From an optimization exercise on the open Yosys and OpenROAD flow, aimed at small area and a short achievable clock period; shortcuts taken in it are not production practice.
Function was checked by simulation only, so behaviour that the tests miss may differ from the original.
No driver is modelled on the clock port, so clock power and skew are understated where the tree is cut down; a real chip needs a root buffer or a tree.

==> trial 12: inputs <==
==> flow/design.v (excerpt) <==
module mul32 (
    input             clk,
    input      [31:0] a,
    input      [31:0] b,
    output reg [63:0] product
);
clock: 30.0 ns
lec_check: 0
abc_area: 1
cap_margin: 20
core_margin: 2
core_utilization: 40
slew_margin: 20
synth_hierarchical: 1
synth_minimum_keep_size: 0
standard.sh (not shown) runs the stock make flow with config.mk's settings and CLKGATE_MAP_FILE= SYNTH_SCRIPT=/design/flow/synth_recipe.tcl, a recipe that flattens the netlist after the stock synthesis.
==> flow/flow/run.sh <==
#!/bin/bash
export BUFFER_PORTS_ARGS="-buffer_cell sky130_fd_sc_hd__buf_2"
export CTS_ARGS="-sink_clustering_enable -repair_clock_nets -dont_use_dummy_load"
export POST_CTS_TCL="$PWD/flow/clock_inv.tcl"
export SETUP_SLACK_MARGIN=23.35
export SETUP_MOVE_SEQUENCE="unbuffer,sizeup,swap"
export POST_GLOBAL_PLACE_TCL="$PWD/flow/keep_outputs.tcl"
export PRE_FINAL_REPORT_TCL="$PWD/flow/release.tcl"
bash standard.sh > standard.log 2>&1
==> flow/flow/clock_inv.tcl <==
# Clock tree rework, run after CTS. CTS builds one root buffer that drives
# every leaf buffer across the die. Here the clock port instead drives up to
# four root inverters, one per quadrant of the leaves, and each leaf buffer
# becomes an inverter: every register's clock still passes through the same
# two stages (now inverting twice), keeping the tree balanced, with about
# half the insertion delay. Leaf clusters and flip-flops are left as CTS
# made them.
set root_cell sky130_fd_sc_hd__clkinv_16
set leaf_cell sky130_fd_sc_hd__clkinv_4
set big_leaf_cell sky130_fd_sc_hd__clkinv_8
set big_leaf_load 0.03
set block [ord::get_db_block]
set port_net [[$block findBTerm clk] getNet]
set roots {}
foreach it [$port_net getITerms] { lappend roots [$it getInst] }
if {[llength $roots] != 1} { error "clock_roots: expected one root buffer, found [llength $roots]" }
set root [lindex $roots 0]
set root_master [[$root getMaster] getName]
set root_out ""
foreach it [$root getITerms] {
  if {[$it isOutputSignal]} { set root_out [$it getNet] }
}
set leaves {}
foreach it [$root_out getITerms] {
  if {[$it isInputSignal]} { lappend leaves $it }
}
# every leaf must be a buffer whose output drives only flip-flop clock pins
foreach it $leaves {
  set li [$it getInst]
  if {![string match "*clkbuf*" [[$li getMaster] getName]]} { error "clock_roots: unexpected leaf [$li getName]" }
  foreach o [$li getITerms] {
    if {[$o isOutputSignal]} {
      foreach s [[$o getNet] getITerms] {
        if {[$s isInputSignal] && ![string match "*dfxtp*" [[[$s getInst] getMaster] getName]]} {
          error "clock_roots: leaf [$li getName] drives [[$s getInst] getName]"
        }
      }
    }
  }
}
puts "clock_roots: root [$root getName] ($root_master) drives [llength $leaves] pins"
# split the leaves at the median x, then each half at its median y
proc loc {it} {
  set b [[$it getInst] getBBox]
  return [list [expr {([$b xMin] + [$b xMax]) / 2}] [expr {([$b yMin] + [$b yMax]) / 2}]]
}
set pts {}
foreach it $leaves { lappend pts [concat [loc $it] [list $it]] }
set pts [lsort -integer -index 0 $pts]
set h [expr {[llength $pts] / 2}]
set groups {}
foreach half [list [lrange $pts 0 [expr {$h - 1}]] [lrange $pts $h end]] {
  set half [lsort -integer -index 1 $half]
  set q [expr {[llength $half] / 2}]
  lappend groups [lrange $half 0 [expr {$q - 1}]] [lrange $half $q end]
}
set n 0
foreach g $groups {
  if {[llength $g] == 0} continue
  set sx 0; set sy 0
  foreach p $g { incr sx [lindex $p 0]; incr sy [lindex $p 1] }
  set cx [expr {$sx / [llength $g]}]
  set cy [expr {$sy / [llength $g]}]
  set bname "clkroot_$n"
  set nname "clkroot_net_$n"
  set inst [odb::dbInst_create $block [[ord::get_db] findMaster $root_cell] $bname]
  set net [odb::dbNet_create $block $nname]
  $inst setLocation $cx $cy
  $inst setPlacementStatus PLACED
  $net setSigType CLOCK
  foreach p $g {
    set it [lindex $p 2]
    $it disconnect
    $it connect $net
  }
  foreach it [$inst getITerms] {
    if {[$it isOutputSignal]} { $it connect $net }
    if {[$it isInputSignal]} { $it connect $port_net }
  }
  puts "clock_roots: $bname at $cx $cy drives [llength $g] pins"
  incr n
}
# replace each leaf buffer by an inverter at the same place
set k 0
foreach it $leaves {
  set li [$it getInst]
  set in_net ""
  set out_net ""
  foreach t [$li getITerms] {
    if {[$t isInputSignal]} { set in_net [$t getNet] }
    if {[$t isOutputSignal]} { set out_net [$t getNet] }
  }
  set loc [$li getLocation]
  # a leaf with a large load (many sinks or long wires) gets the stronger
  # inverter: estimated load = pins + wire over the half perimeter of the
  # sinks' bounding box
  set xs [list [lindex $loc 0]]
  set ys [list [lindex $loc 1]]
  set nsink 0
  foreach t [$out_net getITerms] {
    if {![$t isInputSignal]} continue
    set b [[$t getInst] getBBox]
    lappend xs [$b xMin]
    lappend ys [$b yMin]
    incr nsink
  }
  set um [$block getDbUnitsPerMicron]
  set hpwl [expr {double([tcl::mathfunc::max {*}$xs] - [tcl::mathfunc::min {*}$xs] + [tcl::mathfunc::max {*}$ys] - [tcl::mathfunc::min {*}$ys]) / $um}]
  set load [expr {$nsink * 0.0018 + $hpwl * 0.00019}]
  set cell $leaf_cell
  if {$load > $big_leaf_load} { set cell $big_leaf_cell }
  set ni [odb::dbInst_create $block [[ord::get_db] findMaster $cell] "clkleaf_$k"]
  $ni setLocation [lindex $loc 0] [lindex $loc 1]
  $ni setPlacementStatus PLACED
  odb::dbInst_destroy $li
  foreach t [$ni getITerms] {
    if {[$t isInputSignal]} { $t connect $in_net }
    if {[$t isOutputSignal]} { $t connect $out_net }
  }
  puts "clock_roots: clkleaf_$k [[$ni getMaster] getName] for $nsink sinks, [format %.0f $hpwl] um"
  incr k
}
odb::dbInst_destroy $root
odb::dbNet_destroy $root_out
detailed_placement
check_placement
estimate_parasitics -placement
==> flow/flow/keep_outputs.tcl <==
set block [ord::get_db_block]
set die [$block getDieArea]
set cx [expr {([$die xMin] + [$die xMax]) / 2}]
set cy [expr {([$die yMin] + [$die yMax]) / 2}]
set n 0
set moved 0
foreach bt [$block getBTerms] {
  if {[$bt getIoType] != "OUTPUT"} continue
  foreach it [[$bt getNet] getITerms] {
    if {![$it isOutputSignal]} continue
    set buf [$it getInst]
    $buf setDoNotTouch 1
    incr n
    set bb [$buf getBBox]
    set bx [expr {([$bb xMin] + [$bb xMax]) / 2}]
    set by [expr {([$bb yMin] + [$bb yMax]) / 2}]
    foreach bi [$buf getITerms] {
      if {![$bi isInputSignal]} continue
      foreach d [[$bi getNet] getITerms] {
        if {![$d isOutputSignal]} continue
        set ff [$d getInst]
        if {![[$ff getMaster] isSequential]} continue
        # 4 um from the buffer towards the die centre
        set dx [expr {$cx - $bx}]
        set dy [expr {$cy - $by}]
        set len [expr {sqrt(double($dx) * $dx + double($dy) * $dy)}]
        if {$len < 1} { set len 1 }
        set step [expr {4.0 * [$block getDbUnitsPerMicron]}]
        set x [expr {int($bx + $dx / $len * $step)}]
        set y [expr {int($by + $dy / $len * $step)}]
        $ff setLocation $x $y
        incr moved
      }
    }
  }
}
# input port buffers: the input paths have slack to spare, so the smallest
# buffer does
set nin 0
foreach bt [$block getBTerms] {
  if {[$bt getIoType] != "INPUT" || [$bt getSigType] == "CLOCK"} continue
  foreach it [[$bt getNet] getITerms] {
    set inst [$it getInst]
    if {[$it isInputSignal] && [[$inst getMaster] getName] == "sky130_fd_sc_hd__buf_2"} {
      replace_cell [$inst getName] sky130_fd_sc_hd__buf_1
      incr nin
    }
  }
}
puts "keep_outputs: $nin input port buffers set to buf_1"
puts "keep_outputs: $n output buffers marked dont_touch, $moved flip-flops moved next to them"
Other scripts of this flow, unchanged in this note and not shown: flow/flow/release.tcl
==> inputs of trial 13, as changes to trial 12 <==
--- a/flow/flow/clock_inv.tcl
+++ b/flow/flow/clock_inv.tcl
@@ -10,3 +10,3 @@
 set big_leaf_cell sky130_fd_sc_hd__clkinv_8
-set big_leaf_load 0.03
+set big_leaf_load 0.04
 set block [ord::get_db_block]
==> inputs of build 71, as changes to trial 12 <==
--- a/flow/flow/run.sh
+++ b/flow/flow/run.sh
@@ -4,4 +4,3 @@
 export POST_CTS_TCL="$PWD/flow/clock_inv.tcl"
-export SETUP_SLACK_MARGIN=23.35
-export SETUP_MOVE_SEQUENCE="unbuffer,sizeup,swap"
+export SETUP_SLACK_MARGIN=23.30
 export POST_GLOBAL_PLACE_TCL="$PWD/flow/keep_outputs.tcl"
--- a/flow/flow/clock_inv.tcl
+++ b/flow/flow/clock_inv.tcl
@@ -9,4 +9,2 @@
 set leaf_cell sky130_fd_sc_hd__clkinv_4
-set big_leaf_cell sky130_fd_sc_hd__clkinv_8
-set big_leaf_load 0.03
 set block [ord::get_db_block]
@@ -93,21 +91,3 @@
   set loc [$li getLocation]
-  # a leaf with a large load (many sinks or long wires) gets the stronger
-  # inverter: estimated load = pins + wire over the half perimeter of the
-  # sinks' bounding box
-  set xs [list [lindex $loc 0]]
-  set ys [list [lindex $loc 1]]
-  set nsink 0
-  foreach t [$out_net getITerms] {
-    if {![$t isInputSignal]} continue
-    set b [[$t getInst] getBBox]
-    lappend xs [$b xMin]
-    lappend ys [$b yMin]
-    incr nsink
-  }
-  set um [$block getDbUnitsPerMicron]
-  set hpwl [expr {double([tcl::mathfunc::max {*}$xs] - [tcl::mathfunc::min {*}$xs] + [tcl::mathfunc::max {*}$ys] - [tcl::mathfunc::min {*}$ys]) / $um}]
-  set load [expr {$nsink * 0.0018 + $hpwl * 0.00019}]
-  set cell $leaf_cell
-  if {$load > $big_leaf_load} { set cell $big_leaf_cell }
-  set ni [odb::dbInst_create $block [[ord::get_db] findMaster $cell] "clkleaf_$k"]
+  set ni [odb::dbInst_create $block [[ord::get_db] findMaster $leaf_cell] "clkleaf_$k"]
   $ni setLocation [lindex $loc 0] [lindex $loc 1]
@@ -119,3 +99,2 @@
   }
-  puts "clock_roots: clkleaf_$k [[$ni getMaster] getName] for $nsink sinks, [format %.0f $hpwl] um"
   incr k
==> flow/flow/keep_outputs.tcl (replaced) <==
set block [ord::get_db_block]
set n 0
foreach bt [$block getBTerms] {
  if {[$bt getIoType] != "OUTPUT"} continue
  foreach it [[$bt getNet] getITerms] {
    if {[$it isOutputSignal]} {
      [$it getInst] setDoNotTouch 1
      incr n
    }
  }
}
puts "keep_outputs: $n output buffers marked dont_touch"
==> inputs of trial 61, as changes to trial 12 <==
--- a/flow/flow/run.sh
+++ b/flow/flow/run.sh
@@ -4,4 +4,4 @@
 export POST_CTS_TCL="$PWD/flow/clock_inv.tcl"
-export SETUP_SLACK_MARGIN=23.35
-export SETUP_MOVE_SEQUENCE="unbuffer,sizeup,swap"
+export SETUP_SLACK_MARGIN=23.40
+export PRE_GLOBAL_PLACE_TCL="$PWD/flow/size_flops.tcl"
 export POST_GLOBAL_PLACE_TCL="$PWD/flow/keep_outputs.tcl"
--- a/flow/flow/clock_inv.tcl
+++ b/flow/flow/clock_inv.tcl
@@ -9,4 +9,2 @@
 set leaf_cell sky130_fd_sc_hd__clkinv_4
-set big_leaf_cell sky130_fd_sc_hd__clkinv_8
-set big_leaf_load 0.03
 set block [ord::get_db_block]
@@ -93,21 +91,3 @@
   set loc [$li getLocation]
-  # a leaf with a large load (many sinks or long wires) gets the stronger
-  # inverter: estimated load = pins + wire over the half perimeter of the
-  # sinks' bounding box
-  set xs [list [lindex $loc 0]]
-  set ys [list [lindex $loc 1]]
-  set nsink 0
-  foreach t [$out_net getITerms] {
-    if {![$t isInputSignal]} continue
-    set b [[$t getInst] getBBox]
-    lappend xs [$b xMin]
-    lappend ys [$b yMin]
-    incr nsink
-  }
-  set um [$block getDbUnitsPerMicron]
-  set hpwl [expr {double([tcl::mathfunc::max {*}$xs] - [tcl::mathfunc::min {*}$xs] + [tcl::mathfunc::max {*}$ys] - [tcl::mathfunc::min {*}$ys]) / $um}]
-  set load [expr {$nsink * 0.0018 + $hpwl * 0.00019}]
-  set cell $leaf_cell
-  if {$load > $big_leaf_load} { set cell $big_leaf_cell }
-  set ni [odb::dbInst_create $block [[ord::get_db] findMaster $cell] "clkleaf_$k"]
+  set ni [odb::dbInst_create $block [[ord::get_db] findMaster $leaf_cell] "clkleaf_$k"]
   $ni setLocation [lindex $loc 0] [lindex $loc 1]
@@ -119,3 +99,2 @@
   }
-  puts "clock_roots: clkleaf_$k [[$ni getMaster] getName] for $nsink sinks, [format %.0f $hpwl] um"
   incr k
--- a/flow/flow/keep_outputs.tcl
+++ b/flow/flow/keep_outputs.tcl
@@ -36,16 +36,2 @@
 }
-# input port buffers: the input paths have slack to spare, so the smallest
-# buffer does
-set nin 0
-foreach bt [$block getBTerms] {
-  if {[$bt getIoType] != "INPUT" || [$bt getSigType] == "CLOCK"} continue
-  foreach it [[$bt getNet] getITerms] {
-    set inst [$it getInst]
-    if {[$it isInputSignal] && [[$inst getMaster] getName] == "sky130_fd_sc_hd__buf_2"} {
-      replace_cell [$inst getName] sky130_fd_sc_hd__buf_1
-      incr nin
-    }
-  }
-}
-puts "keep_outputs: $nin input port buffers set to buf_1"
 puts "keep_outputs: $n output buffers marked dont_touch, $moved flip-flops moved next to them"
==> flow/flow/size_flops.tcl (new file) <==
set block [ord::get_db_block]
# the buffers synthesis put on these nets go first (global placement would
# remove them anyway)
remove_buffers
set n 0
foreach inst [$block getInsts] {
  set m [$inst getMaster]
  if {![$m isSequential]} continue
  if {[$m getName] != "sky130_fd_sc_hd__dfxtp_1" && [$m getName] != "sky130_fd_sc_hd__dfxtp_2"} continue
  set fo 0
  foreach it [$inst getITerms] {
    if {[$it isOutputSignal] && [$it getNet] != "NULL"} {
      set fo [expr {[llength [[$it getNet] getITerms]] - 1}]
    }
  }
  if {$fo > 16} {
    replace_cell [$inst getName] sky130_fd_sc_hd__dfxtp_4
    incr n
  }
}
puts "size_flops: $n flip-flops set to dfxtp_4"
==> notes <==
- Hold slack, highest first: trial 61, trial 12, build 71, trial 13.
- In die area, trial 13 and trial 61 do not differ.
- Routed wire length, lowest first: build 71, trial 13, trial 12, trial 61.
- Synthesized area is the same in build 71 and trial 61.
- Maximum frequency, highest first: trial 12, trial 13, build 71, trial 61.
- Build 71 went through all stages and came out clean. Trial 12 produced a clean layout. Trial 61 finished with timing, DRC and antenna clean. Trial 13 produced a clean layout.
- Of trial 13 and trial 61, trial 61 has the higher cell area (gap 0.61%, measured against trial 61).
- Against build 71, the first-iteration DRC count of trial 61 is higher by about 2.3%.
- Via count, lowest first: build 71, trial 13, trial 12, trial 61.
No run of this note takes its clock network from TritonCTS; it comes from the design's own scripts or RTL.

port drivers added, routing unchanged:
How much do the figures lean on ideal ports? The routed layouts below were timed once more, with nothing changed but the port constraints.
Step 1 assumes that a clkbuf_16 drives the clock port and a buf_2 every other input.
Step 2 adds t to the input delays and takes it off the output delays; t is the mean of the earliest and latest rising clock arrival at the registers after step 1. Input paths then give back, and output paths get back, about the clock's delay inside the block.
Three values: ideal, step 1, step 2; two values: the first two.
| run | shift t [ns] | setup slack, ns | worst setup path after step 2 | worst data-port slew with drivers (ns) |
|---|---|---|---|---|
| trial 12 | 0.385 | 23.399 / 23.158 / 23.409 | input to register | 0.07 |
| trial 13 | 0.377 | 23.392 / 23.155 / 23.404 | input to register | 0.07 |
| build 71 | 0.383 | 23.368 / 23.128 / 23.468 | input to register | 0.07 |
| trial 61 | 0.388 | 23.366 / 23.123 / 23.484 | input to register | 0.08 |
After both steps setup and hold are still met in every run listed.
